Source: an optimization exercise on an open RTL-to-GDS flow (aim: small area and a short achievable clock period). Production flows keep margins and buffers that such runs may drop. Only simulation tests tie the RTL to the original design; equivalence was not proved.

==> run A: inputs <==
// Filter
module Filter(clk, rst, in, out);
	input clk, rst;
	input signed [31:0] in;
	output wire signed [31:0] out;
	reg [31:0] v, w1, S;
	wire n_1;
	wire n_2;
	wire n_3;
	wire n_4;
	wire n_5;
	wire n_6;
	wire n_7;
	wire n_8;
	wire n_9;
	wire n_10;
	wire n_11;
	wire n_12;
	wire n_13;
	wire n_14;
	wire n_15;
	wire n_16;
	wire n_17;
	wire n_18;
	wire n_19;
	wire n_20;
	wire n_21;
	wire n_22;
	wire n_23;
	wire n_24;
	wire n_25;
	wire n_26;
	wire n_27;
	wire n_28;
	wire n_29;
	wire n_30;
	wire n_31;
	wire n_32;
	wire n_33;
	wire n_34;
	wire n_35;
	wire n_36;
	wire n_37;
	wire n_38;
	wire n_39;
	wire n_40;
	wire n_41;
	wire n_42;
	wire n_43;
	wire n_44;
	wire n_45;
	wire n_46;
	wire n_47;
	wire n_48;
	wire n_49;
	wire n_50;
	wire n_51;
	wire n_52;
	wire n_53;
	wire n_54;
	wire n_55;
	wire n_56;
	wire n_57;
	wire n_58;
	wire n_59;
	wire n_60;
	wire n_61;
	wire n_62;
	wire n_63;
	wire n_64;
	wire n_65;
	wire n_66;
	wire n_67;
	wire n_68;
	wire n_69;
	wire n_70;
	wire n_71;
	wire n_72;
	wire n_73;
	wire n_74;
	wire n_75;
	wire n_76;
	wire n_77;
	wire n_78;
	wire n_79;
	wire n_80;
	wire n_81;
	wire n_82;
	wire n_83;
	wire n_84;
	wire n_85;
	wire n_86;
	wire n_87;
	wire n_88;
	wire n_89;
	wire n_90;
	wire n_91;
	wire n_92;
	wire n_93;
	wire n_94;
	wire n_95;
	wire n_96;
	wire n_97;
	wire n_98;
	wire n_99;
	wire n_100;
	wire n_101;
	wire n_102;
	wire n_103;
	wire n_104;
	wire n_105;
	wire n_106;
	wire n_107;
	wire n_108;
	wire n_109;
	wire n_110;
	wire n_111;
	wire n_112;
	wire n_113;
	wire n_114;
	wire n_115;
	wire n_116;
	wire n_117;
	wire n_118;
	wire n_119;
	wire n_120;
	wire n_121;
	wire n_122;
	wire n_123;
	wire n_124;
	wire n_125;
	wire n_126;
	wire n_127;
	wire n_128;
	wire n_129;
	wire n_130;
	wire n_131;
	wire n_132;
	wire n_133;
	wire n_134;
	wire n_135;
	wire n_136;
	wire n_137;
	wire n_138;
	wire n_139;
	wire n_140;
	wire n_141;
	wire n_142;
	wire n_143;
	wire n_144;
	wire n_145;
	wire n_146;
	wire n_147;
	wire n_148;
	wire n_149;
	wire n_150;
	wire n_151;
	wire n_152;
	wire n_153;
	wire n_154;
	wire n_155;
	wire n_156;
	wire n_157;
	wire n_158;
	wire n_159;
	wire n_160;
	wire n_161;
  ...
Settings: LEC_CHECK=0, CAP_MARGIN=20, CORE_MARGIN=2, CORE_UTILIZATION=40, SETUP_SLACK_MARGIN=4.5, SLEW_MARGIN=20, SYNTH_HIERARCHICAL=1; clock period 14.0 ns.
run.sh (not shown) runs the stock make flow with config.mk's settings and CLKGATE_MAP_FILE= SYNTH_SCRIPT=/design/flow/synth_recipe.tcl, a recipe that flattens the netlist after the stock synthesis.
==> inputs of run F, as changes to run A <==
==> flow/flow/run.sh (new file) <==
#!/bin/bash
set -euo pipefail
bash standard.sh SETUP_SLACK_MARGIN=6 finish > standard_flow.log 2>&1
==> flow/standard.sh (new file) <==
#!/bin/bash
# synth_recipe.tcl (not shown) runs the flow's synth.tcl, then flattens the netlist and writes it again
# the make line also repeats each setting of config.mk as NAME=value (left out here)
make -C /OpenROAD-flow-scripts/flow DESIGN_CONFIG=/design/flow/config.mk WORK_HOME=/design/flow/orfs CLKGATE_MAP_FILE= SYNTH_SCRIPT=/design/flow/synth_recipe.tcl "${@:-finish}"
- SETUP_SLACK_MARGIN: 4.5 -> unset
removed: flow/run.sh
==> summary of the runs <==
Of run A and run F, run F has the higher via count (gap 5.7%, measured against run F). Against run F, the first-iteration DRC count of run A is lower by 23%. In run A the register-to-register slack is lower than in run F, by 540 ps. In area after synthesis, run A and run F do not differ. In run F the critical path depth is higher than in run A, by 13. Between run A and run F, the lower fmax is in run A (gap about 6%, measured against run F). In run F the clock skew is lower than in run A, by 6.0 ps. Of run A and run F, run F has the higher worst setup slack (gap 560 ps). Of run F and run A, run A has the higher sequential share of layout area (gap 1.1 points).

==> run P: inputs <==
Filter, a different RTL version from the one above (not shown whole).
Settings: LEC_CHECK=0, CAP_MARGIN=20, CORE_MARGIN=2, CORE_UTILIZATION=40, SETUP_SLACK_MARGIN=3, SLEW_MARGIN=20, SYNTH_HIERARCHICAL=1; clock period 14.0 ns.
Stock flow here: none of the scripts above is used.
==> run C: changes against run P <==
- ABC_AREA: default -> 1
- SETUP_SLACK_MARGIN: 3 -> 5
==> notes.md <==
run status=finished clean; Adder-Cell Fraction of Synth Area=0.509; Post-Place Setup Slack=4300 ps; wl on met1=37.0 mm; most frequent cells in the layout=inv_1 (656), fa_1 (522), nand2_1 (402), nor2_1 (268), a21oi_1 (257); layout cell share with drive strength beyond 1=0.0565; die area=67,700 um^2; Die Ht=approximately 260 um; Syn Nets=3,849; Placed Area=around 28,000 um^2; Layout clock area frac=0.0103; ranking of synthesized cells by area=fa_1 (40%), ha_1 (11%), inv_1 (9.4%); hold endpoint=S[3]
(the above is from run C)
==> notes.md <==
run status=finished clean; die area=58,300 um^2; Die Ht=241 um; Layout clock area frac=0.0113; wl on met1=24.4 mm; layout cell share with drive strength beyond 1=0.0518; Syn Nets=between 2k and 3k; Adder-Cell Fraction of Synth Area=0.592
(the above is from run P)

==> 01-11 <==
Another version of the RTL of Filter (not shown whole).
==> flow/design.v (excerpt) <==
module Filter(clk, rst, in, out);
	input clk, rst;
	input signed [31:0] in;
	output wire signed [31:0] out;
	reg [31:0] v, w1, S;
	wire n_1;
	wire n_2;
	wire n_3;
	wire n_4;
	wire n_5;
	wire n_6;
	wire n_7;
	wire n_8;
	wire n_9;
	wire n_10;
	wire n_11;
	wire n_12;
	wire n_13;
	wire n_14;
	wire n_15;
	wire n_16;
	wire n_17;
	wire n_18;
	wire n_19;
	wire n_20;
	wire n_21;
	wire n_22;
	wire n_23;
	wire n_24;
	wire n_25;
	wire n_26;
	wire n_27;
	wire n_28;
	wire n_29;
	wire n_30;
	wire n_31;
	wire n_32;
	wire n_33;
	wire n_34;
	wire n_35;
	wire n_36;
	wire n_37;
	wire n_38;
	wire n_39;
	wire n_40;
	wire n_41;
	wire n_42;
	wire n_43;
	wire n_44;
	wire n_45;
	wire n_46;
	wire n_47;
	wire n_48;
	wire n_49;
	wire n_50;
	wire n_51;
	wire n_52;
	wire n_53;
	wire n_54;
	wire n_55;
	wire n_56;
	wire n_57;
	wire n_58;
	wire n_59;
	wire n_60;
	wire n_61;
	wire n_62;
	wire n_63;
	wire n_64;
	wire n_65;
	wire n_66;
	wire n_67;
	wire n_68;
	wire n_69;
	wire n_70;
	wire n_71;
	wire n_72;
	wire n_73;
	wire n_74;
	wire n_75;
	wire n_76;
	wire n_77;
	wire n_78;
	wire n_79;
	wire n_80;
	wire n_81;
	wire n_82;
	wire n_83;
	wire n_84;
	wire n_85;
	wire n_86;
	wire n_87;
	wire n_88;
	wire n_89;
	wire n_90;
	wire n_91;
	wire n_92;
	wire n_93;
	wire n_94;
	wire n_95;
	wire n_96;
	wire n_97;
	wire n_98;
	wire n_99;
	wire n_100;
	wire n_101;
	wire n_102;
	wire n_103;
	wire n_104;
	wire n_105;
	wire n_106;
	wire n_107;
	wire n_108;
	wire n_109;
	wire n_110;
	wire n_111;
	wire n_112;
	wire n_113;
	wire n_114;
	wire n_115;
	wire n_116;
	wire n_117;
	wire n_118;
	wire n_119;
	wire n_120;
	wire n_121;
	wire n_122;
	wire n_123;
	wire n_124;
	wire n_125;
	wire n_126;
	wire n_127;
	wire n_128;
	wire n_129;
	wire n_130;
	wire n_131;
	wire n_132;
	wire n_133;
	wire n_134;
	wire n_135;
	wire n_136;
	wire n_137;
	wire n_138;
	wire n_139;
	wire n_140;
	wire n_141;
	wire n_142;
	wire n_143;
	wire n_144;
	wire n_145;
	wire n_146;
	wire n_147;
	wire n_148;
	wire n_149;
	wire n_150;
	wire n_151;
	wire n_152;
	wire n_153;
	wire n_154;
	wire n_155;
  ...
clock: 14.0 ns
lec_check: 0
cap_margin: 20
core_margin: 2
core_utilization: 40
setup_slack_margin: 5
slew_margin: 20
synth_hierarchical: 1
==> 10-15 (differences from 01-11) <==
==> flow/flow/run.sh (new file) <==
#!/bin/bash
set -euo pipefail
bash standard.sh "BUFFER_PORTS_ARGS=-buffer_cell sky130_fd_sc_hd__buf_2" RECOVER_POWER=60 finish > standard_flow.log 2>&1
==> flow/standard.sh (new file) <==
#!/bin/bash
# synth_recipe.tcl (not shown) runs the flow's synth.tcl, then flattens the netlist and writes it again
# the make line also repeats each setting of config.mk as NAME=value (left out here)
make -C /OpenROAD-flow-scripts/flow DESIGN_CONFIG=/design/flow/config.mk WORK_HOME=/design/flow/orfs CLKGATE_MAP_FILE= SYNTH_SCRIPT=/design/flow/synth_recipe.tcl "${@:-finish}"
removed: flow/run.sh
==> summary of the runs <==
Global-route usage is about the same in 10-15 and 01-11. Of 10-15 and 01-11, 01-11 has the higher register-to-register slack (gap 990 ps). Against 01-11, the worst hold slack of 10-15 is better by 63 ps. Of 10-15 and 01-11, 01-11 has the higher clock skew (gap 2.9 ps). In 10-15 the wire length is smaller than in 01-11, by 0.65%. In die area, 10-15 and 01-11 do not differ. 10-15 ran to the end with violations: capacitance limit, slew limit. 01-11 ran to the end with no violations. First-iteration DRC count: 10-15 is larger than 01-11 (about 20%). In sequential cell count, 01-11 and 10-15 do not differ.
==> figures <==
|  | 10-15 | 01-11 |
|---|---|---|
| Run status | complete, but fails checks | finished clean |
| Violated checks | capacitance limit, slew limit | - |
| Register-to-Register Path Depth | 32 | 34 |
| Drt initial violations | 713 | 598 |
| Worst rel slew slack | -1.15 | 0.282 |
| Nets@finish | 2674 | 2682 |
| Count of maximum capacitance violations | 5 | 0 |
| Cell count along the critical path | 32 | 16 |
| Slack of the worst reg-to-reg path | 4250 ps | 5240 ps |
| Setup repair after global routing missed its margin | true | false |
| Crit path DAT | 10030 ps | 5970 ps |
| Met3 global-route usage | 0.0344 | 0.0303 |
| Number of post-CTS setup repair buffers | 7 | 8 |
| Vias per std cell | 5.34 | 5.34 |
| Share of cell area taken by multi-input logic gates | 0.784 | 0.770 |
| Transition at the pin with the smallest max-transition slack | 3220 ps | 1070 ps |
| Crit path setup slack, layout | 4250 ps | 5230 ps |
| Worst Path Buf+Inv | 3 | 2 |

## static timing again, ports no longer ideal
In the flow no input, the clock included, has a driving cell. The finished layouts below were timed again as built, in two steps.
Step 1 (the two cells are an assumption about what drives the block):
set clk [get_ports {clk}]
set_driving_cell -lib_cell sky130_fd_sc_hd__clkbuf_16 $clk
set_driving_cell -lib_cell sky130_fd_sc_hd__buf_2 [delete_from_list [all_inputs] $clk]
Step 2 adds t to the input delays and takes it off the output delays; t is the mean of the earliest and latest rising clock arrival at the registers after step 1. Input paths then give back, and output paths get back, about the clock's delay inside the block.
Slacks: ideal / step 1 / step 2; pairs: ideal / step 1.
run | shift t [ns] | slack for setup (ns) | cell pins on the clock port's net
run A | 0.445 | 4.793 / 4.739 / 4.812 | 1
run F | 0.437 | 5.354 / 5.354 / 5.354 | 1
run P | 0.425 | 3.655 / 3.655 / 3.655 | 1
run C | 0.432 | 5.242 / 5.189 / 5.315 | 1
01-11 | 0.448 | 5.232 / 5.177 / 5.238 | 1
10-15 | 0.436 | 4.250 / 4.250 / 4.250 | 1
